This design comes from an exercise in tuning for small area on the open sky130 flow, not from production work. Only simulation tests tie the RTL to the original design; equivalence was not proved. Power figures rest on the tool's default switching activity, not on a simulated workload.

==> design/flow/design.v <==
`timescale 1ns / 1ps
module spi_master #( parameter integer DIV_COEF = 0 ) (
    input               clk_in,          
    input               nrst,            
    input               request,         
    input   [4:0]       nbits,           
    input  [31:0]       mosi_data,       
    output [31:0]       miso_data,       
    output              ready,           
    output              spi_oe,          
    output              spi_csn,         
    output              spi_sck,         
    output              spi_mosi,        
    output              spi_mosi_oe,     
    input               spi_mosi_in,     
    input               spi_miso         
);
    localparam PROFILE = "3W __";
    localparam
        STATE_Idle = 0,
        STATE_Run = 1,
        STATE_High = 2,
        STATE_Low = 3,
        STATE_Finish = 4,
        STATE_End = 5,
        STATE_Config = 6;
    reg [2:0] state;
    reg csnff;
    reg sckff;
    reg mosiff;
    reg readyff;
    reg [31:0] mosi_reg;
    reg [31:0] miso_reg;
    reg [4:0] nbits_reg;
    reg [4:0] bit_counter;
    reg oe;
    reg rd;
    reg spi3w;
    reg rd_tri;
    assign spi_mosi_oe = !(!oe || (spi3w && rd_tri));
    assign spi_mosi = mosiff;
    assign ready = readyff;
    assign miso_data = miso_reg;
    assign spi_oe = oe;
    assign spi_csn = csnff;
    assign spi_sck = sckff;
    localparam integer div_coef_i = (DIV_COEF == 0) ? 10000 : DIV_COEF - 1;
    localparam [15:0] div_coef_ = div_coef_i[15:0];
    reg divider_out;
    reg [15:0] divider;
    reg [15:0] div_coef;
    reg configure;
    always @(posedge clk_in) begin
        if (!nrst || configure) begin
            divider <= 0;
            divider_out <= 0;
            if (!nrst) begin
                div_coef <= div_coef_;
            end
            if (nrst && configure) begin
                div_coef <= (nbits == 5'd0) && (mosi_data[31] && mosi_data[23]) ? mosi_data[15:0] : div_coef;
            end
        end else begin
            if (divider <= div_coef) begin
                divider <= divider + 16'd1;
                divider_out <= 0;
            end else begin
                divider <= 0;
                divider_out <= 1;
            end
        end
    end
    always @(posedge clk_in) begin
        if (!nrst) begin
            rd_tri <= 0;
            spi3w <= 0;
            configure <= 0;
            oe <= 0;
            rd <= 0;
            csnff <= 1;
            sckff <= 1;
            mosiff <= 1;
            readyff <= 0;
            mosi_reg <= 0;
            miso_reg <= 0;
            nbits_reg <= 0;
            bit_counter <= 0;
            state <= STATE_Idle;
        end else begin
            case (state)
                STATE_Idle: begin
                    configure <= 0;
                    csnff <= 1;
                    sckff <= 1;
                    mosiff <= 1;
                    if (request) begin
                        if (nbits == 5'd0) begin
                            spi3w <= (nbits == 5'd0) && (mosi_data[31] && mosi_data[24]) ? mosi_data[16] : spi3w;
                            configure <= 1;      
                        end else begin
                            oe <= 1;
                            mosi_reg <= mosi_data;
                            nbits_reg <= nbits;
                            bit_counter <= nbits;
                            csnff <= 0;
                            readyff <= 0;
                            state <= STATE_Run;
                        end
                    end
                end
                STATE_Run: begin
                    if (nbits_reg == 5'd31) begin
                        rd <= mosi_reg[31];
                        state <= STATE_High;
                    end else begin
                        mosi_reg <= mosi_reg << 1;
                        nbits_reg <= nbits_reg + 5'd1;
                    end
                end
                STATE_High: if (divider_out) begin
                    sckff <= 0;
                    mosiff <= mosi_reg[31];
                    state <= STATE_Low;
                        if (bit_counter == (nbits - 5'd8)) begin
                            if (spi3w && rd) begin
                                rd_tri <= 1;
                            end
                        end
                end
                STATE_Low: if (divider_out) begin
                    sckff <= 1;
                    miso_reg <= {miso_reg[30:0], spi3w ? spi_mosi_in : rd ? spi_miso : 1'b0};
                    if (bit_counter == 5'd0) begin
                        state <= STATE_Finish;
                    end else begin
                        bit_counter <= bit_counter - 5'd1;
                        mosi_reg <= mosi_reg << 1;
                        state <= STATE_High;
                    end
                end
                STATE_Finish: if (divider_out) begin
                    csnff <= 1;
                    state <= STATE_End;
                end
                STATE_End: if (divider_out) begin
                    readyff <= 1;
                    rd <= 0;
                    oe <= 0;
                    rd_tri <= 0;
                    state <= STATE_Idle;
                end
            endcase
        end
    end
endmodule
==> design/flow/run.sh <==
#!/bin/bash
# synth_recipe.tcl (not shown) runs the flow's synth.tcl, then flattens the netlist and writes it again
# the make line also repeats each setting of config.mk as NAME=value (left out here)
make -C /OpenROAD-flow-scripts/flow DESIGN_CONFIG=/design/flow/config.mk WORK_HOME=/design/flow/orfs CLKGATE_MAP_FILE= SYNTH_SCRIPT=/design/flow/synth_recipe.tcl finish
==> design/flow/config.mk <==
export PLATFORM = sky130hd
export DESIGN_NAME = spi_master
export DESIGN_NICKNAME = spi_master
export VERILOG_FILES = /design/flow/design.v
export SDC_FILE = /design/flow/constraint.sdc
export NUM_CORES = 4
export LEC_CHECK = 0
export CAP_MARGIN = 20
export CORE_MARGIN = 2
export CORE_UTILIZATION = 40
export SLEW_MARGIN = 20
==> design/flow/constraint.sdc <==
create_clock -name core_clock -period 5.0 [get_ports {clk_in}]
set_input_delay 1.0000 -clock core_clock [delete_from_list [all_inputs] [get_ports {clk_in}]]
set_output_delay 1.0000 -clock core_clock [all_outputs]
set_load 0.01 [all_outputs]
==> results of run 1 <==
==> synthesized netlist by cell type, types with 2 or more instances <==
master    number  share of area, %
a211oi_1      20               2.6
a211oi_2      30               6.5
a21boi_0       2              0.26
a21oi_1       61               5.3
and2_1         2              0.22
and3_1        14               1.5
and4_1         2              0.30
buf_2          6              0.52
buf_4          5              0.65
buf_6          3              0.58
clkbuf_1      28               1.8
dfxtp_1      103                36
edfxtp_1      16               8.3
ha_1          23               5.0
inv_1         24               1.6
mux2i_1       34               5.9
nand2_1       91               5.9
nand2b_1      10               1.1
nand3_1       13               1.1
nand3b_1       2              0.26
nand4_1       11               1.2
nor2_1        53               3.4
nor2b_1        3              0.32
nor3_1        12               1.0
nor3b_1        2              0.26
nor4_1         4              0.43
o211ai_1       2              0.26
o21ai_0       12               1.0
o21ai_1        2              0.17
o22ai_1        2              0.22
o31ai_1        4              0.52
o32ai_1        3              0.45
or2_2          6              0.65
or3_1          3              0.32
xnor2_1       12               1.8
xor2_1         8               1.2
==> worst max-delay path, cell delays in order <==
cell and delay, ns:
clkdlybuf4s50_1 0.52, or4_1 0.58, nor2_1 0.28, a41o_1 0.65
==> kinds of logic after synthesis <==
group | count (synthesis) | share of synthesized area (%)
and+or+nand+nor | 234 | 18.93
AOI/OAI and AO/OA | 143 | 18.11
DFF | 119 | 43.91
buffers and inverters | 67 | 5.186
muxes | 34 | 5.877
adders and majority gates | 23 | 4.970
xor gates and xnor gates | 20 | 3.025
==> power by group through the flow <==
stage | sequential, mW | combinational, mW | clock, mW
after floorplan | 1.22 | 0.784 | 0
after global placement | 1.26 | 0.853 | 0
after detailed placement | 1.27 | 0.878 | 0
after CTS | 1.25 | 0.881 | 1.35
after global routing | 1.28 | 0.970 | 1.39
final | 1.25 | 0.872 | 1.32
==> layout make-up <==
cell class / count / area [um^2]
Timing Repair Buffer: 85 / 835.8
Multi-Input combinational cell: 454 / 2950
Fill cell: 1286 / 6691
Sequential cell: 119 / 2542
Tap cell: 180 / 225.2
Inverter: 25 / 93.84
Clock buffer: 21 / 481.7
Clock inverter: 11 / 167.7
==> stage by stage <==
step                      utilization, %  setup slack [ns]  area [um^2]
after detailed placement           47.52             1.579         6648
final                              52.16             2.012         7297
after floorplan                        -             2.387         5791
after global routing               52.16             1.705         7297
after global placement             47.52             1.620         6648
after CTS                          52.16             2.014         7297
==> path summary, 6_finish.rpt <==
| check | slack (ns) | cells past startpoint | to |
|---|---|---|---|
| max | 2.01 | 4 | div_coef[0] |
| max reg2reg | 2.08 | 7 | mosi_reg[13] |
| min reg2reg | 0.46 | 2 | miso_reg[31] |
| min | 0.46 | 2 | miso_reg[31] |
==> metal layers <==
metal  routed length, um  vias up  part of all wire (%)
met5                   0        -                     0
met2                6184       99                    49
met4                 252        0                   2.0
li1                    -     2392                     -
met1                5831     2168                    46
met3                 480       17                   3.8
==> results.toml, run 1 <==
[drt]
route.vias.total = 4676
drt-pass1-iter-count = 7
drt_iter0_drc = 316
post_drt_wl_per_cell_um = 14.24
drc = 0
wirelength_mm = 12.75
ant_nets = 0
routed_via_density = 5.225

[sta]
tightest_slew_ns = 0.7473
timing.hold.ws_ns = 0.4572
period_needed_ns = 2.988
clock-skew-final_ns = 0.008758
drv_slew = 0
setup_viol = 0
fin_crit_sh_pct = 59.76
grt_setup_unrepaired = "false"
tns_ns = 0
hold_viol_final = 0
fmax_ghz = 0.3347
slew_headroom_pct = 50.18

[finish]
drive_above_1_share_pct = 10.91
mostFrequentLayoutCells = "dfxtp_1 (103), nand2_1 (91), clkdlybuf4s50_1 (79), a21oi_1 (61), nor2_1 (53)"
nNetsFinal = 767
final_common_cell = "dfxtp_1"
num_antenna_cells = 0
area_growth_pct = 26.02
stdcell_count = 895

[floorplanning]
die_h_um = 124.3
fp.dieW_um = 124.3
start_util_pct = 41.40
num_rows = 43
dieArea_um2 = 15450
coreArea_um2 = 13990
io_pins = 80

[synth]
synth-edff-count = 16
syn_inst = 640
avgSynthCellArea_um2 = 9.048
synth_cell_types = 48
syn-num-nets = 705
ys_seq_elements = 119
synthFlopType = "dfxtp_1"
yosysWarnings = 1
ys_async_sr_fraction_pct = 0
yosysSeqAreaShare_pct = 43.91
syn-cell-area_um2 = 5791

[clock_tree]
cts_resized = 0
cts_sinks = 119
tritoncts = "yes"
cts.path.max_buffers = 2
clock_latency_ns = 0.42
clk_pin_slew_ns = 0.05
holdBufCountCts = 0
cts_made_buffers = 17
cts_root_buffer = "clkbuf_16"
post-cts-setup-buffers = 0
cts.htree.levels = 4

[power_and_ir_drop]
cellPowerDensity_nw_per_um2 = 472.4
max-vdd-ir-drop_uv = 306.0
p_int_mw = 2.394
p_leak_nw = 2.842
pwr-share-seq_pct = 36.3
switching_power_mw = 1.053
clockPowerShare_pct = 38.4
power.total_mw = 3.447
power_frac_comb_pct = 25.3
p_sw_share_pct = 30.54

[global_route]
use_met3_pct = 4.124
use_met1_pct = 20.75
track_usage_pct = 16.63
top_usage_layer = "met2"
grt_use_met2_pct = 27.16
grt.overflow.total = 0
grt_pass1_vias = 4344
grt_start_max_net_pins = 65
antenna_found_initial = 0
grt_pass1_wl_mm = 21.18

[job]
maxCapViolCount = 0

[outcome]
status = "complete, no violations"

[setup_path]
r2r-start = "state[0]"
crit_start = "nbits[1]"
required_ns = 5.04
startpoint_type = "input port"
crit_path_max_fanout = 16
cp_data_arrival_time_ns = 3.03
end_kind = "register"
critical_path_class = "in -> reg"

[min_path]
min_from = "miso_reg[30]"
hold_path_class = "reg -> reg"

[place]
dpl.hpwl_mm = 8.787
dp.cells = 863
place.gp.congestion = 0.8684
port_buffers = 79
==> run 2, diff against run 1 <==
==> design/flow/design.v (replaced) <==
`timescale 1ns / 1ps
module spi_master #( parameter integer DIV_COEF = 0 ) (
    input               clk_in,          
    input               nrst,            
    input               request,         
    input   [4:0]       nbits,           
    input  [31:0]       mosi_data,       
    output [31:0]       miso_data,       
    output              ready,           
    output              spi_oe,          
    output              spi_csn,         
    output              spi_sck,         
    output              spi_mosi,        
    output              spi_mosi_oe,     
    input               spi_mosi_in,     
    input               spi_miso         
);
    localparam integer div_coef_i = (DIV_COEF == 0) ? 10000 : DIV_COEF - 1;
    localparam [15:0] div_coef_ = div_coef_i[15:0];
    localparam [2:0]
        S_IDLE0  = 3'd0,     
        S_IDLE1  = 3'd1,     
        S_RUN    = 3'd2,     
        S_FIRST  = 3'd3,     
        S_HIGH   = 3'd4,
        S_LOW    = 3'd5,
        S_FINISH = 3'd6,
        S_END    = 3'd7;
    reg [2:0]  state;
    reg [4:0]  cnt;          
    reg [31:0] miso_reg;
    reg        rd;
    reg        rd_tri;
    reg        spi3w;
    wire idle = (state == S_IDLE0) || (state == S_IDLE1);
    wire cfg_req = request && (nbits == 5'd0);
    wire mosi_bit = mosi_data[cnt];
    assign ready = (state == S_IDLE1);
    assign spi_oe = !idle;
    assign spi_csn = idle || (state == S_END);
    assign spi_sck = (state != S_LOW);
    assign spi_mosi = (state == S_RUN || state == S_FIRST) ? 1'b1 : mosi_bit;
    assign spi_mosi_oe = !idle && !(spi3w && rd_tri);
    assign miso_data = miso_reg;
    reg [15:0] divider;
    reg [15:0] div_coef;
    reg configure;
    wire div_hit = (divider == div_coef);
    wire tick = &divider;    
    always @(posedge clk_in) begin
        if (!nrst)
            div_coef <= div_coef_;
        else if (configure && (nbits == 5'd0) && mosi_data[31] && mosi_data[23])
            div_coef <= mosi_data[15:0];
        if (!nrst || configure || div_hit)
            divider <= 16'hFFFF;
        else
            divider <= divider + 16'd1;
    end
    always @(posedge clk_in) begin
        if (!nrst) begin
            configure <= 1'b0;
            spi3w <= 1'b0;
            state <= S_IDLE0;
        end else begin
            configure <= idle && cfg_req;
            if (idle && cfg_req && mosi_data[31] && mosi_data[24])
                spi3w <= mosi_data[16];
            case (state)
                S_IDLE0, S_IDLE1: if (request && !cfg_req) state <= S_RUN;
                S_RUN:    if (cnt == nbits) state <= S_FIRST;
                S_FIRST:  if (tick) state <= S_LOW;
                S_HIGH:   if (tick) state <= S_LOW;
                S_LOW:    if (tick) state <= (cnt == 5'd0) ? S_FINISH : S_HIGH;
                S_FINISH: if (tick) state <= S_END;
                S_END:    if (tick) state <= S_IDLE1;
            endcase
        end
    end
    always @(posedge clk_in) begin
        case (state)
            S_IDLE0, S_IDLE1: begin
                cnt <= 5'd31;
                rd_tri <= 1'b0;
            end
            S_RUN: begin
                if (cnt == nbits)
                    rd <= mosi_bit;
                else
                    cnt <= cnt - 5'd1;
            end
            S_HIGH: if (tick) begin
                cnt <= cnt - 5'd1;
                if (cnt == nbits - 5'd7 && spi3w && rd)
                    rd_tri <= 1'b1;
            end
            S_LOW: if (tick)
                miso_reg <= {miso_reg[30:0], spi3w ? spi_mosi_in : rd ? spi_miso : 1'b0};
            default: ;
        endcase
    end
endmodule
==> design/flow/flow/run.sh (new file) <==
#!/bin/bash
# Standard ORFS layout (the standard.sh) with two changes:
#  - port buffers use the smallest buffer cell (buffer_ports -buffer_cell)
#  - CTS does not insert dummy loads
set -euo pipefail
export BUFFER_PORTS_ARGS="-buffer_cell sky130_fd_sc_hd__buf_1"
export CTS_ARGS="-sink_clustering_enable -repair_clock_nets -dont_use_dummy_load"
bash standard.sh > standard.log 2>&1
==> design/flow/standard.sh (new file) <==
#!/bin/bash
# synth_recipe.tcl (not shown) runs the flow's synth.tcl, then flattens the netlist and writes it again
# the make line also repeats each setting of config.mk as NAME=value (left out here)
make -C /OpenROAD-flow-scripts/flow DESIGN_CONFIG=/design/flow/config.mk WORK_HOME=/design/flow/orfs CLKGATE_MAP_FILE= SYNTH_SCRIPT=/design/flow/synth_recipe.tcl "${@:-finish}"
removed: design/flow/run.sh
==> results.toml, run 2 <==
[floorplanning]
io_pins = 80
num_rows = 34
coreArea_um2 = 8806
start_util_pct = 41.47
fp.dieW_um = 99.56
dieArea_um2 = 9911
die_h_um = 99.56

[setup_path]
cp_slowest_cell = "edfxtp_1"
critical_path_class = "reg -> out"
required_ns = 4.00
crit_path_max_fanout = 21
crit_family = "flip-flops"
end_kind = "primary output"
cp_data_arrival_time_ns = 2.43
crit_path_max_incr_delay_ns = 0.98
worstPathCellList = "mux2i_1, a22oi_1, and3_1, a31oi_1, nand4_1, buf_1"
startpoint_type = "register"
cp.buffers_inverters = 1

[place]
dpl.hpwl_mm = 5.690
place.gp.congestion = 0.7826
dpl_worst_slack_ns = 1.893
port_buffers = 79
dp.cells = 514

[global_route]
grt_pass1_wl_mm = 12.36
grt_start_max_net_pins = 33
antenna_found_initial = 0
grt_pass1_vias = 2529
track_usage_pct = 15.90
grt.overflow.total = 0

[finish]
nNetsFinal = 464
final_common_cell = "buf_1"
num_antenna_cells = 0
area_growth_pct = 12.95
mostFrequentLayoutCells = "buf_1 (79), nand2_1 (65), edfxtp_1 (39), dfxtp_1 (37), xnor2_1 (24)"
stdcell_count = 523
largest_register_ffs = 32
drive_above_1_share_pct = 7.229

[sta]
tightest_slew_ns = 0.9723
period_needed_ns = 3.427
slew_headroom_pct = 35.18
grt_setup_unrepaired = "false"
fin_crit_sh_pct = 68.54
fmax_ghz = 0.2918
setup_slack_ns = 1.573
setup_viol = 0
clock-skew-final_ns = 0.02853
drv_slew = 0
hold_viol_final = 0
tns_ns = 0
timing.hold.ws_ns = 0.4301

[clock_tree]
cts_resized = 0
cts_root_buffer = "clkbuf_8"
post-cts-setup-buffers = 0
clk_pin_slew_ns = 0.09
clock_latency_ns = 0.35
cts_made_buffers = 9
cts_sinks = 76
holdBufCountCts = 0
cts.path.max_buffers = 2
cts.htree.levels = 3
tritoncts = "yes"

[synth]
synthFlopType = "edfxtp_1"
synth_cell_types = 54
yosysWarnings = 1
yosysMostFrequentCell = "nand2_1"
yosysSeqAreaShare_pct = 52.35
ys_seq_elements = 76
syn_inst = 341
yosysTopAreaCell = "edfxtp_1"
synth_top_cells_by_area = "edfxtp_1 (32%), dfxtp_1 (20%), nand2_1 (6.7%)"
yosysTopAreaCellShare_pct = 32.07
synth-edff-count = 39
yosys-top-cells-count = "nand2_1 (65), edfxtp_1 (39), dfxtp_1 (37), xnor2_1 (24), mux2i_1 (17)"
avgSynthCellArea_um2 = 10.71
ys_async_sr_fraction_pct = 0
syn-num-nets = 388
syn-cell-area_um2 = 3652

[drt]
drt_iter0_drc = 82
post_drt_wl_per_cell_um = 14.61
drt-pass1-iter-count = 4
drc = 0
ant_nets = 0
wirelength_mm = 7.639
routed_via_density = 5.245
route.vias.total = 2743

[min_path]
hold_path_class = "reg -> reg"

[power_and_ir_drop]
cellPowerDensity_nw_per_um2 = 352.3
p_leak_nw = 1.470
max-vdd-ir-drop_uv = 116.4

[job]
maxCapViolCount = 0

[outcome]
status = "complete, no violations"
[run 2: path summary, 6_finish.rpt]
| path | start | end | slack, ns | cells after the start |
|---|---|---|---|---|
| worst max-delay path | cnt[0] | spi_mosi | 1.57 | 6 |
| worst min-delay path | miso_reg[30] | miso_reg[31] | 0.43 | 0 |
| worst max register to register | divider[0] | cnt[1] | 2.48 | 5 |
| worst min register to register | miso_reg[30] | miso_reg[31] | 0.43 | 0 |
[run 2: per-stage QoR]
step	util (%)	instance area, um^2	power, mW
finish	46.85	4125	1.453
floorplan	-	3652	1.033
CTS	46.85	4125	1.468
global placement	45.44	4001	1.108
global route	46.85	4125	1.541
detailed placement	45.44	4001	1.115
[run 2: cell type report]
cell class / count / area (um^2)
fillers: 838 / 4681
inverters: 9 / 33.78
repair buffers: 81 / 311.5
flip-flops and latches: 76 / 1912
clock buffers: 9 / 123.9
multi-input cells: 240 / 1609
well taps: 108 / 135.1
[run 2: power breakdown]
part	switching (mW)	leakage (nW)	internal (mW)
Sequential	0.0893	0.651	0.699
Clock	0.190	0.0647	0.161
Combinational	0.161	0.755	0.153
Total	0.441	1.47	1.01
[run 2: cells by family after synthesis]
| family | share of synthesized area [%] |
|---|---|
| and+or+nand+nor | 19.32 |
| DFF | 52.35 |
| AOI/OAI and AO/OA | 9.593 |
| xor gates and xnor gates | 8.633 |
| buffers and inverters | 3.734 |
| muxes | 4.659 |
| adders and majority gates | 1.713 |
[run 2: worst register-to-register path: stages, from the launching register on]
cell     delay (ns)
dfxtp_1        0.40
ha_1           0.20
and3_1         0.25
nand4_2        0.22
or2_1          0.37
o32ai_1        0.70
[run 2: metal layers]
metal	routed length (um)	global-route usage, %
met5	0	0
met4	71	6.849
met3	426	3.022
met2	3501	23.75
met1	3640	22.54
==> run 3, diff against run 2 <==
--- a/design/flow/flow/run.sh
+++ b/design/flow/flow/run.sh
@@ -6,3 +6,3 @@
 export BUFFER_PORTS_ARGS="-buffer_cell sky130_fd_sc_hd__buf_1"
-export CTS_ARGS="-sink_clustering_enable -repair_clock_nets -dont_use_dummy_load"
+export CTS_ARGS="-sink_clustering_enable -repair_clock_nets -dont_use_dummy_load -buf_list sky130_fd_sc_hd__clkbuf_8"
 bash standard.sh > standard.log 2>&1
==> results.toml, run 3 <==
[power_and_ir_drop]
cellPowerDensity_nw_per_um2 = 352.3
p_leak_nw = 1.470
max-vdd-ir-drop_uv = 116.4

[global_route]
grt_pass1_wl_mm = 12.36
top_usage_layer = "met2"
grt.overflow.total = 0
grt_use_met2_pct = 23.75
use_met1_pct = 22.54
grt_start_max_net_pins = 33
use_met3_pct = 3.022
track_usage_pct = 15.90
grt_pass1_vias = 2529
antenna_found_initial = 0

[finish]
mostFrequentLayoutCells = "buf_1 (79), nand2_1 (65), edfxtp_1 (39), dfxtp_1 (37), xnor2_1 (24)"
largest_register_ffs = 32
nNetsFinal = 464
area_growth_pct = 12.95
final_common_cell = "buf_1"
num_antenna_cells = 0
final_area_um2 = 4125
drive_above_1_share_pct = 7.229

[setup_path]
cp.buffers_inverters = 1
cp_num_cells = 6
startpoint_type = "register"
end_kind = "primary output"
crit_path_max_fanout = 21
worstRegToRegCells = 5
cp_data_arrival_time_ns = 2.43
worstPathCellList = "mux2i_1, a22oi_1, and3_1, a31oi_1, nand4_1, buf_1"
critical_path_class = "reg -> out"
required_ns = 4.00
cp_slowest_cell = "edfxtp_1"
crit_path_max_incr_delay_ns = 0.98
crit_family = "flip-flops"

[synth]
yosysTopAreaCell = "edfxtp_1"
yosysWarnings = 1
synthFlopType = "edfxtp_1"
syn-cell-area_um2 = 3652
yosysMostFrequentCell = "nand2_1"
yosysSeqAreaShare_pct = 52.35
yosysTopAreaCellShare_pct = 32.07
ys_async_sr_fraction_pct = 0
synth_cell_types = 54
synth_top_cells_by_area = "edfxtp_1 (32%), dfxtp_1 (20%), nand2_1 (6.7%)"
yosys-top-cells-count = "nand2_1 (65), edfxtp_1 (39), dfxtp_1 (37), xnor2_1 (24), mux2i_1 (17)"
synth-edff-count = 39
avgSynthCellArea_um2 = 10.71
ys_seq_elements = 76
syn_inst = 341
syn-num-nets = 388

[clock_tree]
holdBufCountCts = 0
clk_pin_slew_ns = 0.09
post-cts-setup-buffers = 0
clock_latency_ns = 0.35
cts_made_buffers = 9
cts.htree.levels = 3
cts_sinks = 76
cts_resized = 0
cts_root_buffer = "clkbuf_8"
tritoncts = "yes"
cts.path.max_buffers = 2

[drt]
route.vias.total = 2743
drc = 0
wirelength_mm = 7.639
post_drt_wl_per_cell_um = 14.61
ant_nets = 0
drt_iter0_drc = 82
drt-pass1-iter-count = 4
routed_via_density = 5.245

[sta]
timing.hold.ws_ns = 0.4301
tightest_slew_ns = 0.9723
fmax_ghz = 0.2918
fin_crit_sh_pct = 68.54
hold_viol_final = 0
tns_ns = 0
setup_viol = 0
drv_slew = 0
clock-skew-final_ns = 0.02853
grt_setup_unrepaired = "false"
period_needed_ns = 3.427
slew_headroom_pct = 35.18

[min_path]
hold_depth = 0
hold_path_class = "reg -> reg"

[floorplanning]
num_rows = 34
dieArea_um2 = 9911
io_pins = 80
fp.dieW_um = 99.56
die_h_um = 99.56
coreArea_um2 = 8806
start_util_pct = 41.47

[job]
maxCapViolCount = 0

[outcome]
status = "complete, no violations"

[place]
place.gp.congestion = 0.7826
placed_area_um2 = 4001
port_buffers = 79
dpl.hpwl_mm = 5.690
[run 3: report_power, final]
group          internal [mW]  switching [mW]  total [mW]  leakage (nW)
Combinational          0.153           0.161       0.314         0.755
Sequential             0.699          0.0893       0.788         0.651
Clock                  0.161           0.190       0.351        0.0647
Total                   1.01           0.441        1.45          1.47
[run 3: cells by family after synthesis]
kind of cell | synth area share, %
AND/OR/NAND/NOR | 19.32
flip-flops | 52.35
AO/OA/AOI/OAI | 9.593
XOR/XNOR | 8.633
buffers and inverters | 3.734
multiplexers | 4.659
adder cells (fa/ha/maj) | 1.713
[run 3: path summary, 6_finish.rpt]
path	slack (ns)	from	end
worst max-delay path	1.57	cnt[0]	spi_mosi
worst min-delay path	0.43	miso_reg[30]	miso_reg[31]
worst max register to register	2.48	divider[0]	cnt[1]
worst min register to register	0.43	miso_reg[30]	miso_reg[31]
[run 3: layout make-up]
cell class,instances,area (um^2)
multi-input combinational,240,1609
clock buffer,9,123.9
tap,108,135.1
timing repair buffer,81,311.5
fill,838,4681
inverter,9,33.78
sequential,76,1912
[run 3: metal layers]
layer  vias to the layer above  share of wire, %
met5                         -                 0
met4                         0              0.93
met3                         6               5.6
met2                        97                46
met1                      1275                48
li1                       1365                 -
[run 3: metrics by stage]
step | setup WS (ns) | total power, mW | instances | utilization [%]
3_3_place_gp | 1.978 | 1.108 | 514 | 45.44
5_1_grt | 1.399 | 1.541 | 523 | 46.85
2_1_floorplan | 1.069 | 1.033 | 341 | -
4_1_cts | 1.541 | 1.468 | 523 | 46.85
6_report | 1.573 | 1.453 | 523 | 46.85
3_5_place_dp | 1.893 | 1.115 | 514 | 45.44
==> run 4, diff against run 3 <==
==> design/flow/run.sh (new file) <==
#!/bin/bash
# synth_recipe.tcl (not shown) runs the flow's synth.tcl, then flattens the netlist and writes it again
# the make line also repeats each setting of config.mk as NAME=value (left out here)
make -C /OpenROAD-flow-scripts/flow DESIGN_CONFIG=/design/flow/config.mk WORK_HOME=/design/flow/orfs CLKGATE_MAP_FILE= SYNTH_SCRIPT=/design/flow/synth_recipe.tcl finish
removed: design/flow/flow/run.sh
removed: design/flow/standard.sh
==> results.toml, run 4 <==
[outcome]
status = "complete, no violations"

[floorplanning]
start_util_pct = 41.47
die_h_um = 99.56
num_rows = 34
io_pins = 80
dieArea_um2 = 9911
coreArea_um2 = 8806
fp.dieW_um = 99.56

[setup_path]
cp_data_arrival_time_ns = 2.75
startpoint_type = "input port"
end_kind = "primary output"
worstRegToRegCells = 5
crit_start = "mosi_data[15]"
crit_path_max_incr_delay_ns = 0.54
r2r_slack_ns = 2.44
critical_path_class = "in -> out"
worstPathCellList = "clkdlybuf4s50_1, mux2i_1, a311oi_1, and3_1, a31oi_1, nand4_1, clkdlybuf4s50_1"
cp_slowest_cell = "clkdlybuf4s50_1"
reg2reg_to = "cnt[3]"
crit_top_cell = "clkdlybuf4s50_1"
crit_path_max_fanout = 2
required_ns = 4.00
r2r-start = "divider[0]"
worstSetupEndpoint = "spi_mosi"

[clock_tree]
tritoncts = "yes"
cts_root_buffer = "clkbuf_8"
cts_resized = 0
clock_latency_ns = 0.33
clk_pin_slew_ns = 0.08
cts_made_buffers = 9
cts_sinks = 76
post-cts-setup-buffers = 0
holdBufCountCts = 0
cts.path.max_buffers = 2
cts.htree.levels = 3

[sta]
clock-skew-final_ns = 0.01170
period_needed_ns = 3.745
grt_setup_unrepaired = "false"
setup_viol = 0
tightest_slew_ns = 0.8997
drv_slew = 0
hold_viol_final = 0
tns_ns = 0
fin_crit_sh_pct = 74.90
slew_headroom_pct = 39.76
fmax_ghz = 0.2670

[synth]
syn_inst = 341
avgSynthCellArea_um2 = 10.71
ys_seq_elements = 76
yosysTopAreaCell = "edfxtp_1"
syn-num-nets = 388
synth_cell_types = 54
yosys-top-cells-count = "nand2_1 (65), edfxtp_1 (39), dfxtp_1 (37), xnor2_1 (24), mux2i_1 (17)"
yosysTopAreaCellShare_pct = 32.07
synthFlopType = "edfxtp_1"
yosysWarnings = 1
ys_async_sr_fraction_pct = 0
yosysSeqAreaShare_pct = 52.35
syn-cell-area_um2 = 3652
synth-edff-count = 39
yosysMostFrequentCell = "nand2_1"
synth_top_cells_by_area = "edfxtp_1 (32%), dfxtp_1 (20%), nand2_1 (6.7%)"

[place]
dp.cells = 515
dpl.hpwl_mm = 5.917
port_buffers = 79
place.gp.congestion = 0.8347

[finish]
drive_above_1_share_pct = 8.983
nNetsFinal = 465
fill_cells = 831
largest_register_ffs = 32
num_antenna_cells = 0
stdcell_count = 531
mostFrequentLayoutCells = "clkdlybuf4s50_1 (79), nand2_1 (65), edfxtp_1 (39), dfxtp_1 (37), xnor2_1 (24)"
area_growth_pct = 28.78
final_common_cell = "clkdlybuf4s50_1"

[drt]
post_drt_wl_per_cell_um = 14.95
ant_nets = 0
drc = 0
wirelength_mm = 7.938
drt_iter0_drc = 92
routed_via_density = 5.092
drt-pass1-iter-count = 4
route.vias.total = 2704

[power_and_ir_drop]
cellPowerDensity_nw_per_um2 = 340.5
max-vdd-ir-drop_uv = 168.2
p_leak_nw = 1.718

[global_route]
grt_pass1_vias = 2662
track_usage_pct = 16.53
antenna_found_initial = 0
grt.overflow.total = 0
grt_start_max_net_pins = 33
grt_pass1_wl_mm = 12.91

[min_path]
min_from = "divider[0]"
hold_path_class = "reg -> reg"

[job]
maxCapViolCount = 0
-- run 4: cell counts after synthesis --
No cell type changed its count.
-- run 4: cell families (layout without fill, tap and decap cells) --
group	Yosys count	in the layout	synth area share [%]
AO/OA/AOI/OAI	48	48	9.593
XOR/XNOR	36	36	8.633
adder cells (fa/ha/maj)	5	5	1.713
buffers and inverters	25	107	3.734
flip-flops	76	76	52.35
multiplexers	17	17	4.659
AND/OR/NAND/NOR	134	134	19.32
-- run 4: area by class of cell --
| class | count | area [um^2] | share of cell area, % |
|---|---|---|---|
| Sequential cell | 76 | 1912 | 40.65 |
| Multi-Input combinational cell | 240 | 1609 | 34.21 |
| Timing Repair Buffer | 82 | 813.3 | 17.29 |
| Tap cell | 108 | 135.1 | 2.873 |
| Clock buffer | 9 | 123.9 | 2.634 |
| Clock inverter | 7 | 76.32 | 1.623 |
| Inverter | 9 | 33.78 | 0.7183 |
-- run 4: worst max-delay path, delay by kind of cell --
kind	cells	cell delay, ns
buffers and inverters	2	1.03
AOI/OAI and AO/OA	2	0.32
and+or+nand+nor	2	0.31
muxes	1	0.08
-- run 4: metal layers --
metal | share of wire [%] | wire, um | vias to the layer above | track usage (%)
li1 | - | - | 1372 | -
met1 | 50 | 3935 | 1261 | 22.37
met2 | 46 | 3619 | 66 | 26.20
met3 | 4.0 | 316 | 5 | 3.865
met4 | 0.86 | 68 | 0 | 5.479
met5 | 0 | 0 | - | 0
-- run 4: through the flow --
step | instance area, um^2 | total power, mW | setup WS (ns) | hold slack [ns] | util [%]
6_report | 4703 | 1.602 | 1.255 | 0.4495 | 53.41
5_1_grt | 4703 | 1.689 | 1.098 | 0.4624 | 53.41
4_1_cts | 4703 | 1.619 | 1.275 | 0.4541 | 53.41
3_5_place_dp | 4503 | 1.155 | 1.294 | 0.4347 | 51.14
3_3_place_gp | 4503 | 1.146 | 1.275 | 0.4286 | 51.14
2_1_floorplan | 3652 | 1.033 | 1.069 | 0.4076 | -
-- run 4: worst min path at each step --
stage	endpoint	slack [ns]	cells past startpoint
floorplan	divider[0]	0.41	1
global placement	miso_reg[4]	0.43	0
detailed placement	divider[0]	0.43	1
CTS	divider[0]	0.45	1
global route	miso_reg[20]	0.46	0
finish	divider[0]	0.45	1
-- run 4: report_power, final --
| group | switching (mW) | internal (mW) |
|---|---|---|
| logic | 0.186 | 0.187 |
| clock network | 0.230 | 0.233 |
| registers | 0.0680 | 0.698 |
| total | 0.484 | 1.12 |
==> run 5, diff against run 4 <==
--- a/design/flow/design.v
+++ b/design/flow/design.v
@@ -32,3 +32,2 @@
     reg        rd;
-    reg        rd_tri;
     reg        spi3w;
@@ -42,3 +41,4 @@
     assign spi_mosi = (state == S_RUN || state == S_FIRST) ? 1'b1 : mosi_bit;
-    assign spi_mosi_oe = !idle && !(spi3w && rd_tri);
+    wire rd_tri = ({1'b0, cnt} + 6'd8 <= {1'b0, nbits});
+    assign spi_mosi_oe = !idle && !(spi3w && rd && rd_tri);
     assign miso_data = miso_reg;
@@ -46,14 +46,15 @@
     reg [15:0] div_coef;
+    reg divider_out;
     reg configure;
-    wire div_hit = (divider == div_coef);
-    wire tick = &divider;    
+    wire [15:0] coef_d = !nrst ? div_coef_ :
+        (configure && (nbits == 5'd0) && mosi_data[31] && mosi_data[23]) ? mosi_data[15:0] : div_coef;
+    wire wrap = &divider;
+    wire tick = divider_out;
     always @(posedge clk_in) begin
-        if (!nrst)
-            div_coef <= div_coef_;
-        else if (configure && (nbits == 5'd0) && mosi_data[31] && mosi_data[23])
-            div_coef <= mosi_data[15:0];
-        if (!nrst || configure || div_hit)
-            divider <= 16'hFFFF;
+        div_coef <= coef_d;
+        if (!nrst || configure || wrap)
+            divider <= coef_d;
         else
-            divider <= divider + 16'd1;
+            divider <= divider - 16'd1;
+        divider_out <= nrst && !configure && wrap;
     end
@@ -83,3 +84,2 @@
                 cnt <= 5'd31;
-                rd_tri <= 1'b0;
             end
@@ -91,7 +91,4 @@
             end
-            S_HIGH: if (tick) begin
+            S_HIGH: if (tick)
                 cnt <= cnt - 5'd1;
-                if (cnt == nbits - 5'd7 && spi3w && rd)
-                    rd_tri <= 1'b1;
-            end
             S_LOW: if (tick)
==> design/flow/flow/run.sh (new file) <==
#!/bin/bash
# Standard ORFS layout (the standard.sh) with smaller port buffers and a
# CTS without dummy loads.
set -euo pipefail
export BUFFER_PORTS_ARGS="-buffer_cell sky130_fd_sc_hd__buf_1"
export CTS_ARGS="-sink_clustering_enable -repair_clock_nets -dont_use_dummy_load -buf_list sky130_fd_sc_hd__clkbuf_16 -sink_clustering_size 40 -sink_clustering_max_diameter 200"
bash standard.sh > standard.log 2>&1
==> design/flow/standard.sh (new file) <==
#!/bin/bash
# synth_recipe.tcl (not shown) runs the flow's synth.tcl, then flattens the netlist and writes it again
# the make line also repeats each setting of config.mk as NAME=value (left out here)
make -C /OpenROAD-flow-scripts/flow DESIGN_CONFIG=/design/flow/config.mk WORK_HOME=/design/flow/orfs CLKGATE_MAP_FILE= SYNTH_SCRIPT=/design/flow/synth_recipe.tcl "${@:-finish}"
removed: design/flow/run.sh
==> results.toml, run 5 <==
[power_and_ir_drop]
cellPowerDensity_nw_per_um2 = 324.4
max-vdd-ir-drop_uv = 134.5
power.total_mw = 1.321
p_leak_nw = 1.501

[synth]
ys_async_sr_fraction_pct = 0
yosys-top-cells-count = "dfxtp_1 (38), edfxtp_1 (38), nor2_1 (27), mux2i_1 (25), nand2_1 (18)"
synthFlopType = "edfxtp_1"
syn-num-nets = 347
yosysWarnings = 1
synth-edff-count = 38
synth_cell_types = 47
yosysTopAreaCellShare_pct = 33.01
avgSynthCellArea_um2 = 11.72
synth_top_cells_by_area = "edfxtp_1 (33%), dfxtp_1 (22%), mux2i_1 (7.2%)"
syn_inst = 295
yosysTopAreaCell = "edfxtp_1"
yosysSeqAreaShare_pct = 55.01
ys_seq_elements = 76
syn-cell-area_um2 = 3457

[setup_path]
cp_num_cells = 8
crit_top_cell = "buf_1"
required_ns = 4.00
end_kind = "primary output"
reg2reg_to = "cnt[3]"
worstPathCellList = "buf_1, inv_1, fa_1, nand2b_1, a21oi_1, o22ai_1, a31oi_1, buf_1"
crit_path_max_incr_delay_ns = 0.49
cp.buffers_inverters = 3
worstRegToRegCells = 8
critical_path_class = "in -> out"
r2r-start = "cnt[0]"
r2r_slack_ns = 2.64
cp_slowest_cell = "fa_1"
crit_path_max_fanout = 4
crit_family = "adder cells"
startpoint_type = "input port"
cp_data_arrival_time_ns = 2.43

[sta]
tns_ns = 0
period_needed_ns = 3.426
drv_slew = 0
slew_headroom_pct = 28.87
fmax_ghz = 0.2919
setup_viol = 0
clock-skew-final_ns = 0.01101
tightest_slew_ns = 1.063
setup_slack_ns = 1.574
timing.hold.ws_ns = 0.4448
hold_viol_final = 0
fin_crit_sh_pct = 68.52
grt_setup_unrepaired = "false"

[job]
maxCapViolCount = 0

[clock_tree]
post-cts-setup-buffers = 0
clk_pin_slew_ns = 0.05
holdBufCountCts = 0
cts_made_buffers = 9
cts.path.max_buffers = 2
cts_sinks = 76
cts_resized = 0
cts.htree.levels = 3
cts_root_buffer = "clkbuf_16"
clock_latency_ns = 0.33
tritoncts = "yes"

[drt]
wirelength_mm = 7.496
drt-pass1-iter-count = 4
drc = 0
post_drt_wl_per_cell_um = 15.65
routed_via_density = 5.213
drt_iter0_drc = 114
ant_nets = 0
route.vias.total = 2497

[min_path]
min_from = "miso_reg[17]"
whs_endpoint = "miso_reg[18]"
hold_path_class = "reg -> reg"
hold_depth = 0

[global_route]
grt_start_max_net_pins = 33
grt_pass1_vias = 2405
antenna_found_initial = 0
track_usage_pct = 16.55
grt_pass1_wl_mm = 12.36
grt.overflow.total = 0

[floorplanning]
coreArea_um2 = 8299
num_rows = 33
io_pins = 80
fp.dieW_um = 96.97
dieArea_um2 = 9402
start_util_pct = 41.66
die_h_um = 96.97

[place]
dpl.hpwl_mm = 5.507
dpl_worst_slack_ns = 1.597
dp.cells = 470
placed_area_um2 = 3849
port_buffers = 79
place.gp.congestion = 0.8170

[finish]
drive_above_1_share_pct = 8.289
final_area_um2 = 4074
final_common_cell = "buf_1"
num_antenna_cells = 0
multi_input_area_um2 = 1444
mostFrequentLayoutCells = "buf_1 (79), edfxtp_1 (38), dfxtp_1 (38), nor2_1 (27), mux2i_1 (25)"
nNetsFinal = 428
stdcell_count = 479
largest_register_ffs = 32
fill_cells = 768
area_growth_pct = 17.84
seq_area_um2 = 1902
post-route-util_pct = 49.09

[outcome]
status = "complete, no violations"
==> run 5: cell types whose count changed after synthesis, sizes merged, moves of 8 or more <==
cell	change
nand2	-52
mux2	+11
xnor2	-15
a21boi	-12
mux2i	+8
nor2	+26
==> run 5: worst max path at each step <==
stage / startpoint / to
6_report: nbits[4] / spi_mosi_oe
5_1_grt: nbits[4] / spi_mosi_oe
3_3_place_gp: mosi_data[7] / spi_mosi
2_1_floorplan: mosi_data[15] / spi_mosi
4_1_cts: nbits[4] / spi_mosi_oe
3_5_place_dp: nbits[4] / spi_mosi_oe
==> run 5: logic make-up after synthesis <==
kind of cell	count (synthesis)	share of synthesized area (%)
AO/OA/AOI/OAI	27	5.212
multiplexers	40	13.43
buffers and inverters	26	3.221
flip-flops	76	55.01
adder cells (fa/ha/maj)	10	3.836
XOR/XNOR	19	4.814
AND/OR/NAND/NOR	97	14.48
==> run 5: where the power goes <==
part	internal [mW]	switching [mW]
Sequential	0.663	0.0179
Combinational	0.0541	0.0606
Clock	0.315	0.211
Total	1.03	0.289
==> run 5: final cells by class <==
type                            count  area share [%]
Sequential cell                    76           46.68
Multi-Input combinational cell    193           35.44
Timing Repair Buffer               82           7.832
Clock buffer                        9           5.528
Tap cell                          105           3.225
Inverter                           14           1.290
==> run 5: worst reg2reg max path: stages (launching register included) <==
cell	delay, ns
edfxtp_1	0.36
buf_4	0.28
inv_1	0.14
ha_1	0.31
nand3_1	0.08
nor3_1	0.06
nor2_1	0.09
a21oi_1	0.05
o21ai_0	0.62
==> run 5: metal layers <==
metal | wire (um) | share of wire [%] | vias up | GRT usage [%]
met4 | 56 | 0.75 | 0 | 4.009
met2 | 3237 | 43 | 92 | 24.57
li1 | - | - | 1221 | -
met5 | 0 | 0 | - | 0
met1 | 3688 | 49 | 1179 | 23.89
met3 | 514 | 6.9 | 5 | 4.769
==> run 6, diff against run 5 <==
==> design/flow/flow/run.sh (replaced) <==
#!/bin/bash
# Standard ORFS layout (the standard.sh) with smaller port buffers and a
# CTS without dummy loads.
set -euo pipefail
export BUFFER_PORTS_ARGS="-buffer_cell sky130_fd_sc_hd__buf_1"
export CTS_ARGS="-sink_clustering_enable -repair_clock_nets -dont_use_dummy_load -buf_list sky130_fd_sc_hd__clkbuf_4 -root_buf sky130_fd_sc_hd__clkbuf_8"
bash standard.sh > standard.log 2>&1
--- a/design/flow/config.mk
+++ b/design/flow/config.mk
@@ -9,3 +9,3 @@
 export CORE_MARGIN = 2
-export CORE_UTILIZATION = 40
+export CORE_UTILIZATION = 65
 export SLEW_MARGIN = 20
==> results.toml, run 6 <==
[global_route]
grt_pass1_vias = 2438
antenna_found_initial = 0
grt_start_max_net_pins = 33
grt_pass1_wl_mm = 12.03
track_usage_pct = 26.64
grt.overflow.total = 0

[sta]
tns_ns = 0
hold_viol_final = 0
tightest_slew_ns = 1.061
slew_headroom_pct = 29.05
fmax_ghz = 0.2703
fin_crit_sh_pct = 73.98
period_needed_ns = 3.699
setup_viol = 0
timing.hold.ws_ns = 0.4465
clock-skew-final_ns = 0.01163
drv_slew = 0
grt_setup_unrepaired = "false"

[floorplanning]
num_rows = 26
io_pins = 80
dieArea_um2 = 5918
coreArea_um2 = 5107
die_h_um = 76.93
fp.dieW_um = 76.93
start_util_pct = 67.69

[setup_path]
end_kind = "primary output"
crit_path_max_fanout = 15
crit_family = "flip-flops"
startpoint_type = "register"
required_ns = 4.00
cp_data_arrival_time_ns = 2.70
cp.buffers_inverters = 1
critical_path_class = "reg -> out"
crit_path_max_incr_delay_ns = 0.92
cp_slowest_cell = "edfxtp_1"
worstPathCellList = "mux4_2, and2_1, a211oi_1, a31oi_1, o21bai_1, buf_1"

[power_and_ir_drop]
cellPowerDensity_nw_per_um2 = 291.4
max-vdd-ir-drop_uv = 222.7
p_leak_nw = 1.450

[synth]
synth-edff-count = 38
avgSynthCellArea_um2 = 11.72
yosysSeqAreaShare_pct = 55.01
synthFlopType = "edfxtp_1"
yosysTopAreaCellShare_pct = 33.01
syn_inst = 295
yosysWarnings = 1
synth_top_cells_by_area = "edfxtp_1 (33%), dfxtp_1 (22%), mux2i_1 (7.2%)"
syn-num-nets = 347
ys_seq_elements = 76
yosys-top-cells-count = "dfxtp_1 (38), edfxtp_1 (38), nor2_1 (27), mux2i_1 (25), nand2_1 (18)"
ys_async_sr_fraction_pct = 0
syn-cell-area_um2 = 3457
yosysTopAreaCell = "edfxtp_1"
synth_cell_types = 47

[finish]
nNetsFinal = 427
area_growth_pct = 13.43
largest_register_ffs = 32
num_antenna_cells = 0
mostFrequentLayoutCells = "buf_1 (79), edfxtp_1 (38), dfxtp_1 (38), nor2_1 (27), mux2i_1 (25)"
drive_above_1_share_pct = 8.043
final_common_cell = "buf_1"

[clock_tree]
cts.path.max_buffers = 2
cts_made_buffers = 9
cts_sinks = 76
post-cts-setup-buffers = 0
clock_latency_ns = 0.34
cts.htree.levels = 3
cts_root_buffer = "clkbuf_8"
tritoncts = "yes"
cts_resized = 0
holdBufCountCts = 0
clk_pin_slew_ns = 0.07

[place]
dpl.hpwl_mm = 5.231
port_buffers = 79
place.gp.congestion = 0.8717

[job]
maxCapViolCount = 0

[drt]
ant_nets = 0
wirelength_mm = 7.277
drt-pass1-iter-count = 4
drt_iter0_drc = 166
post_drt_wl_per_cell_um = 16.43
drc = 0
routed_via_density = 5.729
route.vias.total = 2538

[outcome]
status = "complete, no violations"

[min_path]
hold_path_class = "reg -> reg"
## run 6: cell count changes in the layout (fill, tap and decap cells not counted)
cell and delta:
buf_4 -1, clkbuf_8 +9, clkbuf_16 -9
## run 6: through the flow
| step | util (%) | worst slack [ns] | total power, mW | cell area (um^2) | instances |
|---|---|---|---|---|---|
| 2_1_floorplan | - | 1.953 | 0.7691 | 3457 | 295 |
| 3_3_place_gp | 74.35 | 1.630 | 0.8021 | 3797 | 434 |
| 3_5_place_dp | 74.35 | 1.547 | 0.8056 | 3797 | 434 |
| 4_1_cts | 76.78 | 1.302 | 1.150 | 3921 | 443 |
| 5_1_grt | 76.78 | 1.158 | 1.191 | 3921 | 443 |
| 6_report | 76.78 | 1.301 | 1.143 | 3921 | 443 |
## run 6: final timing paths
check | cells past startpoint | slack [ns] | to | start
setup / recovery | 6 | 1.30 | spi_mosi | cnt[0]
hold / removal | 0 | 0.45 | miso_reg[30] | miso_reg[29]
setup reg to reg | 7 | 2.21 | cnt[3] | cnt[0]
hold reg to reg | 0 | 0.45 | miso_reg[30] | miso_reg[29]
## run 6: layer usage
metal | GRT usage, % | share of wire [%] | vias to the layer above
met4 | 8.182 | 1.7 | 0
li1 | - | - | 1218
met1 | 35.69 | 44 | 1195
met5 | 0 | 0 | -
met2 | 42.11 | 47 | 112
met3 | 7.882 | 7.1 | 13
## run 6: cell families (layout without fill, tap and decap cells)
family / after synthesis / after routing / share of synthesized area, %
flops: 76 / 76 / 55.01
xor+xnor: 19 / 19 / 4.814
simple gates: 97 / 97 / 14.48
fa+ha+maj: 10 / 10 / 3.836
compound gates: 27 / 27 / 5.212
buf+inv: 26 / 104 / 3.221
mux: 40 / 40 / 13.43
## run 6: final cells by class
cell class,instances,area [um^2]
multi-input cells,193,1444
flip-flops and latches,76,1902
inverters,14,52.55
fillers,388,1186
well taps,70,87.58
clock buffers,9,123.9
repair buffers,81,311.5
## run 6: power breakdown
part	switching (mW)	total, mW	internal [mW]
clock network	0.187	0.348	0.161
logic	0.0558	0.109	0.0533
registers	0.0237	0.686	0.662
==> run 7, diff against run 6 <==
==> design/flow/flow/run.sh (replaced) <==
#!/bin/bash
# Standard ORFS layout (the standard.sh) with smaller port buffers and a
# CTS without dummy loads.
set -euo pipefail
export BUFFER_PORTS_ARGS="-buffer_cell sky130_fd_sc_hd__buf_1"
export CTS_ARGS="-sink_clustering_enable -repair_clock_nets -dont_use_dummy_load -buf_list sky130_fd_sc_hd__clkbuf_8 -sink_clustering_size 25 -sink_clustering_max_diameter 100"
bash standard.sh > standard.log 2>&1
--- a/design/flow/config.mk
+++ b/design/flow/config.mk
@@ -9,3 +9,3 @@
 export CORE_MARGIN = 2
-export CORE_UTILIZATION = 65
+export CORE_UTILIZATION = 40
 export SLEW_MARGIN = 20
==> results.toml, run 7 <==
[setup_path]
crit_top_cell = "buf_1"
crit_path_max_incr_delay_ns = 0.49
worstRegToRegCells = 8
crit_start = "nbits[4]"
cp_num_cells = 8
cp.buffers_inverters = 3
crit_family = "adder cells"
required_ns = 4.00
cp_slowest_cell = "fa_1"
cp_data_arrival_time_ns = 2.42
worstPathCellList = "buf_1, inv_1, fa_1, nand2b_1, a21oi_1, o22ai_1, a31oi_1, buf_1"
startpoint_type = "input port"
end_kind = "primary output"
critical_path_class = "in -> out"
r2r-start = "cnt[0]"
crit_path_max_fanout = 4

[synth]
yosysWarnings = 1
ys_async_sr_fraction_pct = 0
ys_seq_elements = 76
synthFlopType = "edfxtp_1"
avgSynthCellArea_um2 = 11.72
yosysTopAreaCellShare_pct = 33.01
syn-cell-area_um2 = 3457
yosysSeqAreaShare_pct = 55.01
yosysTopAreaCell = "edfxtp_1"
synth-edff-count = 38
synth_cell_types = 47
yosys-top-cells-count = "dfxtp_1 (38), edfxtp_1 (38), nor2_1 (27), mux2i_1 (25), nand2_1 (18)"
syn-num-nets = 347
synth_top_cells_by_area = "edfxtp_1 (33%), dfxtp_1 (22%), mux2i_1 (7.2%)"
syn_inst = 295

[place]
dpl.hpwl_mm = 5.507
port_buffers = 79
dpl_worst_slack_ns = 1.597
place.gp.congestion = 0.8170
placed_area_um2 = 3849

[min_path]
hold_path_class = "reg -> reg"
hold_depth = 0
min_from = "miso_reg[17]"

[global_route]
grt_pass1_wl_mm = 12.30
antenna_found_initial = 0
track_usage_pct = 16.42
grt_start_max_net_pins = 33
grt.overflow.total = 0
grt_pass1_vias = 2439

[sta]
setup_slack_ns = 1.584
fin_crit_sh_pct = 68.33
clock-skew-final_ns = 0.01990
setup_viol = 0
hold_viol_final = 0
grt_setup_unrepaired = "false"
slew_headroom_pct = 28.75
drv_slew = 0
tns_ns = 0
period_needed_ns = 3.416
fmax_ghz = 0.2927
tightest_slew_ns = 1.065

[drt]
wirelength_mm = 7.501
route.vias.total = 2489
ant_nets = 0
drc = 0
post_drt_wl_per_cell_um = 15.66
routed_via_density = 5.196
drt_iter0_drc = 98
drt-pass1-iter-count = 4

[power_and_ir_drop]
max-vdd-ir-drop_uv = 114.3
p_leak_nw = 1.455
cellPowerDensity_nw_per_um2 = 287.8
power.total_mw = 1.143

[clock_tree]
post-cts-setup-buffers = 0
tritoncts = "yes"
cts.htree.levels = 3
cts_root_buffer = "clkbuf_8"
cts.path.max_buffers = 2
clk_pin_slew_ns = 0.06
cts_resized = 0
cts_made_buffers = 9
holdBufCountCts = 0
clock_latency_ns = 0.34
cts_sinks = 76

[finish]
drive_above_1_share_pct = 8.289
nNetsFinal = 428
largest_register_ffs = 32
num_antenna_cells = 0
final_common_cell = "buf_1"
post-route-util_pct = 47.87
final_area_um2 = 3973
mostFrequentLayoutCells = "buf_1 (79), edfxtp_1 (38), dfxtp_1 (38), nor2_1 (27), mux2i_1 (25)"
area_growth_pct = 14.91

[floorplanning]
dieArea_um2 = 9402
fp.dieW_um = 96.97
start_util_pct = 41.66
coreArea_um2 = 8299
die_h_um = 96.97
num_rows = 33
io_pins = 80

[job]
maxCapViolCount = 0

[outcome]
status = "complete, no violations"
[run 7: cell count changes in the layout (fill, tap and decap cells not counted), sizes merged]
cell	change
buf	+1
[run 7: cells by family after synthesis]
family                   after synthesis  synth area share [%]
AO/OA/AOI/OAI                         27                 5.212
XOR/XNOR                              19                 4.814
adder cells (fa/ha/maj)               10                 3.836
buffers and inverters                 26                 3.221
flip-flops                            76                 55.01
multiplexers                          40                 13.43
AND/OR/NAND/NOR                       97                 14.48
[run 7: power by group]
| part | internal, mW | switching, mW | leakage [nW] |
|---|---|---|---|
| sequential | 0.662 | 0.0179 | 0.647 |
| clock | 0.161 | 0.188 | 0.0647 |
| combinational | 0.0542 | 0.0606 | 0.743 |
[run 7: worst paths after layout]
kind / end / slack [ns]
worst max-delay path: spi_mosi_oe / 1.58
worst min-delay path: miso_reg[18] / 0.45
worst max register to register: cnt[3] / 2.65
worst min register to register: miso_reg[18] / 0.45
[run 7: per-stage QoR]
step	hold slack [ns]	instances
after CTS	0.4519	479
after detailed placement	0.4348	470
after global placement	0.4336	470
after floorplan	0.4125	295
final	0.4470	479
after global routing	0.4632	479
[run 7: layout make-up]
type,instances,area (um^2)
Clock buffer,9,123.9
Fill cell,784,4327
Inverter,14,52.55
Multi-Input combinational cell,193,1444
Sequential cell,76,1902
Tap cell,105,131.4
Timing Repair Buffer,82,319.1
[run 7: metal layers]
layer	GRT usage, %	up-vias	wire length [um]
met4	5.309	0	92
met1	23.33	1168	3746
li1	-	1214	-
met2	24.73	97	3214
met5	0	-	0
met3	3.974	10	448

[static timing again, ports no longer ideal]
Ports are ideal in the flow. The routed layouts listed here were re-timed in OpenROAD. Step 1 sets driving cells, clkbuf_16 on the clock port and buf_2 on the other inputs (assumed; they add their load-dependent delay and slew). Step 2 moves the port delays by t, midway between the first and last clock arrival at a register: inputs arrive t later, outputs are due t later. That takes back most of the time a late clock gives input paths. Slacks: ideal ports / drivers / drivers and shift; pairs: ideal ports / drivers.
| run | shift t [ns] | setup slack, ns | hold WS [ns] | worst register clock-pin slew, ns | cell pins on the clock port's net |
|---|---|---|---|---|---|
| run 1 | 0.451 | 2.012 / 2.029 / 1.578 | 0.457 / 0.457 / 0.457 | 0.06 / 0.06 | 1 |
| run 2 | 0.364 | 1.573 / 1.541 / 1.905 | 0.430 / 0.430 / 0.430 | 0.09 / 0.09 | 1 |
| run 3 | 0.364 | 1.573 / 1.541 / 1.905 | 0.430 / 0.430 / 0.430 | 0.09 / 0.09 | 1 |
| run 4 | 0.360 | 1.255 / 1.234 / 1.234 | 0.449 / 0.449 / 0.449 | 0.09 / 0.09 | 1 |
| run 5 | 0.356 | 1.574 / 1.548 / 1.548 | 0.445 / 0.445 / 0.445 | 0.06 / 0.06 | 1 |
| run 6 | 0.368 | 1.301 / 1.271 / 1.498 | 0.446 / 0.446 / 0.446 | 0.07 / 0.07 | 1 |
| run 7 | 0.364 | 1.584 / 1.557 / 1.557 | 0.447 / 0.447 / 0.447 | 0.08 / 0.08 | 1 |
After both steps every run listed still meets setup and hold. The setup slack of run 1, which loses most, moves by +0.017 ns with the drivers and by -0.434 ns with both steps.
